What follows belongs to an exercise in optimizing a design on an open flow for small area; a production flow would make more cautious choices.
The RTL was checked by simulation tests, not by an equivalence proof against the original design.
Power and IR drop assume default switching activity.

== lane 1 ==
==> flow/design.v (excerpt) <==
module main
(clk, rst, JA,Left, Right,Up, Down,  sw,led, seg, an );
For scale: ~780 cells after synthesis, roughly 0.0070 sq mm of cells after synthesis.
==> flow/config.mk <==
export PLATFORM = sky130hd
export DESIGN_NAME = main
export DESIGN_NICKNAME = main
export VERILOG_FILES = /design/flow/design.v
export SDC_FILE = /design/flow/constraint.sdc
export NUM_CORES = 4
export LEC_CHECK = 0
export ABC_AREA = 1
export CAP_MARGIN = 20
export CORE_MARGIN = 2
export CORE_UTILIZATION = 40
export CTS_BUF_LIST = sky130_fd_sc_hd__clkbuf_8
export SLEW_MARGIN = 20
==> flow/constraint.sdc <==
create_clock -name core_clock -period 150.0 [get_ports {clk}]
set_input_delay 30.0000 -clock core_clock [delete_from_list [all_inputs] [get_ports {clk}]]
set_output_delay 30.0000 -clock core_clock [all_outputs]
set_load 0.01 [all_outputs]
standard.sh (not shown) runs the stock make flow with config.mk's settings and CLKGATE_MAP_FILE= SYNTH_SCRIPT=/design/flow/synth_recipe.tcl, a recipe that flattens the netlist after the stock synthesis.
==> flow/flow/run.sh <==
#!/bin/bash
# Own flow: the standard synthesis, then the logic (not the flip-flops) mapped again with
# a stronger ABC area script (four random seeds, the smallest result kept), then the standard flow's
# standard layout from floorplan to finish, with the smallest buffer on each port and the
# clock tree built from clkbuf_8 without dummy loads.
set -euo pipefail
W=$PWD
R=$W/orfs/results/$FLOW_PLATFORM/main/base
YOSYS=$FLOW_HOME/../tools/install/yosys/bin/yosys
LIB=$FLOW_HOME/platforms/sky130hd/lib/sky130_fd_sc_hd__tt_025C_1v80.lib

bash standard.sh synth > synth.log 2>&1
cp "$R/1_2_yosys.v" std.v
sed "s#@LIB@#$LIB#g" flow/remap1.ys > remap1.ys
"$YOSYS" -s remap1.ys > remap1.log 2>&1

for S in 1 2 3 4; do
    sed "s#@SEED@#$S#g" flow/remap.abc > remap_$S.abc
    sed "s#@LIB@#$LIB#g; s#@WORK@#$W#g; s#@SEED@#$S#g" flow/remap2.ys > remap2_$S.ys
    ( "$YOSYS" -s remap2_$S.ys > remap2_$S.log 2>&1 || true ) &
done
wait
best=""; best_area=""
for S in 1 2 3 4; do
    [[ -s new_$S.v && -s remap_$S.stat ]] || continue
    a=$(awk '/Chip area/ {print $NF}' remap_$S.stat)
    if [[ -z "$best" ]] || awk -v a="$a" -v b="$best_area" 'BEGIN {exit !(a < b)}'; then
        best=$S; best_area=$a
    fi
done
[[ -n "$best" ]]
echo "remap: seed $best, area $best_area" > remap_choice.log
cp new_$best.v "$R/1_2_yosys.v"
rm -f "$R/1_synth.odb" "$R/1_synth.sdc"
bash standard.sh finish "SKIP_REPAIR_TIE_FANOUT=1" "BUFFER_PORTS_ARGS=-buffer_cell sky130_fd_sc_hd__buf_1" \
    "CTS_ARGS=-sink_clustering_enable -repair_clock_nets -buf_list sky130_fd_sc_hd__clkbuf_8 -dont_use_dummy_load" \
    > finish.log 2>&1
Other scripts of this flow, unchanged in this note and not shown: flow/flow/remap.abc, flow/flow/remap1.ys, flow/flow/remap2.ys
Setup changes, lane 1 to lane 2
==> flow/flow/run.sh <==
#!/bin/bash
# Own flow: the standard synthesis, then the logic (not the flip-flops, which keep their
# names and cell types) mapped again with a stronger ABC area script (eight random seeds, the
# smallest result kept), then the standard layout from floorplan to finish with these
# changes: the smallest buffer (buf_1) on each port, one tie cell for the constant outputs,
# no buffers kept from timing-driven global placement, and the clock tree built from clkbuf_8
# without dummy loads. Each tool's output goes to a log file in the work folder.
set -euo pipefail
W=$PWD
R=$W/orfs/results/$FLOW_PLATFORM/main/base
YOSYS=$FLOW_HOME/../tools/install/yosys/bin/yosys
LIB=$FLOW_HOME/platforms/sky130hd/lib/sky130_fd_sc_hd__tt_025C_1v80.lib

bash standard.sh synth > synth.log 2>&1
cp "$R/1_2_yosys.v" std.v
sed "s#@LIB@#$LIB#g" flow/remap1.ys > remap1.ys
"$YOSYS" -s remap1.ys > remap1.log 2>&1

for B in 0 4; do
    for S in $((B + 1)) $((B + 2)) $((B + 3)) $((B + 4)); do
        sed "s#@SEED@#$S#g" flow/remap.abc > remap_$S.abc
        sed "s#@LIB@#$LIB#g; s#@WORK@#$W#g; s#@SEED@#$S#g" flow/remap2.ys > remap2_$S.ys
        ( "$YOSYS" -s remap2_$S.ys > remap2_$S.log 2>&1 || true ) &
    done
    wait
done
best=""; best_area=""
for S in 1 2 3 4 5 6 7 8; do
    [[ -s new_$S.v && -s remap_$S.stat ]] || continue
    a=$(awk '/Chip area/ {print $NF}' remap_$S.stat)
    if [[ -z "$best" ]] || awk -v a="$a" -v b="$best_area" 'BEGIN {exit !(a < b)}'; then
        best=$S; best_area=$a
    fi
done
[[ -n "$best" ]]
echo "remap: seed $best, area $best_area" > remap_choice.log
cp new_$best.v "$R/1_2_yosys.v"
rm -f "$R/1_synth.odb" "$R/1_synth.sdc"
bash standard.sh finish "SKIP_REPAIR_TIE_FANOUT=1" "GPL_KEEP_OVERFLOW=0" "BUFFER_PORTS_ARGS=-buffer_cell sky130_fd_sc_hd__buf_1" \
    "CTS_ARGS=-sink_clustering_enable -repair_clock_nets -buf_list sky130_fd_sc_hd__clkbuf_8 -dont_use_dummy_load" \
    > finish.log 2>&1
Notes after the runs:
- Looking at the reports, lane 2 completed the entire flow and the layout it produced met the timing, design-rule and antenna checks.
- Comparing minimum setup slack after placement for lane 2 and lane 1, the bigger number came from lane 1.
- Lane 1 → lane 2: power density over cell area dropped 0.034 mW/mm^2; wire length of the first global-routing pass climbed 0.31%; core utilization barely changed; count of input and output buffers barely changed; period utilization barely changed.
- Between lane 2 and lane 1, it is lane 2 whose minimum clock period is lower, by 0.045 ns.
- The sequential share of layout area was comparable across lane 2 and lane 1.
- STATUS number of vias in the routed layout: lane 2 wins against lane 1
#### Input delta (lane 3 over lane 2)
diff --git a/flow/flow/run.sh b/flow/flow/run.sh
--- a/flow/flow/run.sh
+++ b/flow/flow/run.sh
@@ -1,8 +1,6 @@
 #!/bin/bash
-# Own flow: the standard synthesis, then the logic (not the flip-flops, which keep their
-# names and cell types) mapped again with a stronger ABC area script (eight random seeds, the
-# smallest result kept), then the standard layout from floorplan to finish with these
-# changes: the smallest buffer (buf_1) on each port, one tie cell for the constant outputs,
-# no buffers kept from timing-driven global placement, and the clock tree built from clkbuf_8
-# without dummy loads. Each tool's output goes to a log file in the work folder.
+# Own flow: the standard synthesis, then the logic (not the flip-flops) mapped again with
+# a stronger ABC area script (eight random seeds, the smallest result kept), then the standard flow's
+# standard layout from floorplan to finish, with the smallest buffer on each port and the
+# clock tree built from clkbuf_8 without dummy loads.
 set -euo pipefail
@@ -38,3 +36,3 @@
 rm -f "$R/1_synth.odb" "$R/1_synth.sdc"
-bash standard.sh finish "SKIP_REPAIR_TIE_FANOUT=1" "GPL_KEEP_OVERFLOW=0" "BUFFER_PORTS_ARGS=-buffer_cell sky130_fd_sc_hd__buf_1" \
+bash standard.sh finish "SKIP_REPAIR_TIE_FANOUT=1" "BUFFER_PORTS_ARGS=-buffer_cell sky130_fd_sc_hd__buf_1" \
     "CTS_ARGS=-sink_clustering_enable -repair_clock_nets -buf_list sky130_fd_sc_hd__clkbuf_8 -dont_use_dummy_load" \
==> summary.txt <==
- Going from lane 2 to lane 3, non-clock buffer count in the final layout higher; placer's final routability congestion estimate higher; post-layout minimum cycle time higher; combinational power lower; post-cts resize count roughly the same.
- Delta (lane 3 minus lane 2): biggest cell delay along the critical path picked up an extra 0.10 ns, total power neither gained nor lost much, share of total power consumed by net switching picked up an extra 0.29 points, final worst-path setup slack lost 0.12 ns.
- Against lane 2 as the reference, lane 3 delivers a lower met3 track utilization from global routing.
Here is what was changed in the inputs of lane 4 compared with lane 3.
diff --git a/flow/flow/run.sh b/flow/flow/run.sh
--- a/flow/flow/run.sh
+++ b/flow/flow/run.sh
@@ -2,3 +2,3 @@
 # Own flow: the standard synthesis, then the logic (not the flip-flops) mapped again with
-# a stronger ABC area script (eight random seeds, the smallest result kept), then the standard flow's
+# a stronger ABC area script (four random seeds, the smallest result kept), then the standard flow's
 # standard layout from floorplan to finish, with the smallest buffer on each port and the
@@ -16,12 +16,10 @@
 
-for B in 0 4; do
-    for S in $((B + 1)) $((B + 2)) $((B + 3)) $((B + 4)); do
-        sed "s#@SEED@#$S#g" flow/remap.abc > remap_$S.abc
-        sed "s#@LIB@#$LIB#g; s#@WORK@#$W#g; s#@SEED@#$S#g" flow/remap2.ys > remap2_$S.ys
-        ( "$YOSYS" -s remap2_$S.ys > remap2_$S.log 2>&1 || true ) &
-    done
-    wait
+for S in 1 2 3 4; do
+    sed "s#@SEED@#$S#g" flow/remap.abc > remap_$S.abc
+    sed "s#@LIB@#$LIB#g; s#@WORK@#$W#g; s#@SEED@#$S#g" flow/remap2.ys > remap2_$S.ys
+    ( "$YOSYS" -s remap2_$S.ys > remap2_$S.log 2>&1 || true ) &
 done
+wait
 best=""; best_area=""
-for S in 1 2 3 4 5 6 7 8; do
+for S in 1 2 3 4; do
     [[ -s new_$S.v && -s remap_$S.stat ]] || continue
@@ -36,3 +34,3 @@
 rm -f "$R/1_synth.odb" "$R/1_synth.sdc"
-bash standard.sh finish "SKIP_REPAIR_TIE_FANOUT=1" "BUFFER_PORTS_ARGS=-buffer_cell sky130_fd_sc_hd__buf_1" \
+bash standard.sh finish "BUFFER_PORTS_ARGS=-buffer_cell sky130_fd_sc_hd__buf_1" \
     "CTS_ARGS=-sink_clustering_enable -repair_clock_nets -buf_list sky130_fd_sc_hd__clkbuf_8 -dont_use_dummy_load" \
Results
- In the metrics for lane 3 and lane 4, the one carrying the higher growth of design area from synthesis to finish is lane 4.
- Compared with lane 3, lane 4 shows a higher setup slack.
- Compared with lane 3, lane 4 shows relative area of non-clock buffer cells in the final design higher by 0.19 points.
- First-iteration DRC count of lane 4 falls short of that of lane 3 by more than 10%.
- In lane 4 the first-pass GRT wire length turned out 76 microns higher than in lane 3.

## port drivers added, routing unchanged
The results above use ideal ports. As a check the final layouts listed here were re-extracted and re-timed, cells and wires unchanged. Step 1: set_driving_cell puts a clkbuf_16 on clk and a buf_2 on each other input, an assumption about the parent block. Step 2, shift: input delay + t, output delay - t, t = (earliest + latest rising clock arrival at the registers) / 2. This alone moves slack from input paths to output paths. Three values: ideal, step 1, step 2; two values: the first two.
| run | t, ns | setup WS [ns] | clock arrival spread, ns | slew at the worst register clock pin (ns) |
|---|---|---|---|---|
| lane 1 | 0.479 | 116.672 / 116.635 / 117.114 | 0.037 / 0.037 | 0.10 / 0.10 |
| lane 2 | 0.471 | 116.717 / 116.678 / 117.129 | 0.043 / 0.043 | 0.10 / 0.10 |
| lane 3 | 0.473 | 116.594 / 116.606 / 116.133 | 0.032 / 0.032 | 0.09 / 0.09 |
| lane 4 | 0.472 | 116.701 / 116.662 / 117.134 | 0.026 / 0.026 | 0.09 / 0.09 |
After both steps every run listed still meets setup and hold. For lane 3, which loses most, drivers alone change the setup slack by +0.012 ns; drivers and shift together by -0.461 ns.
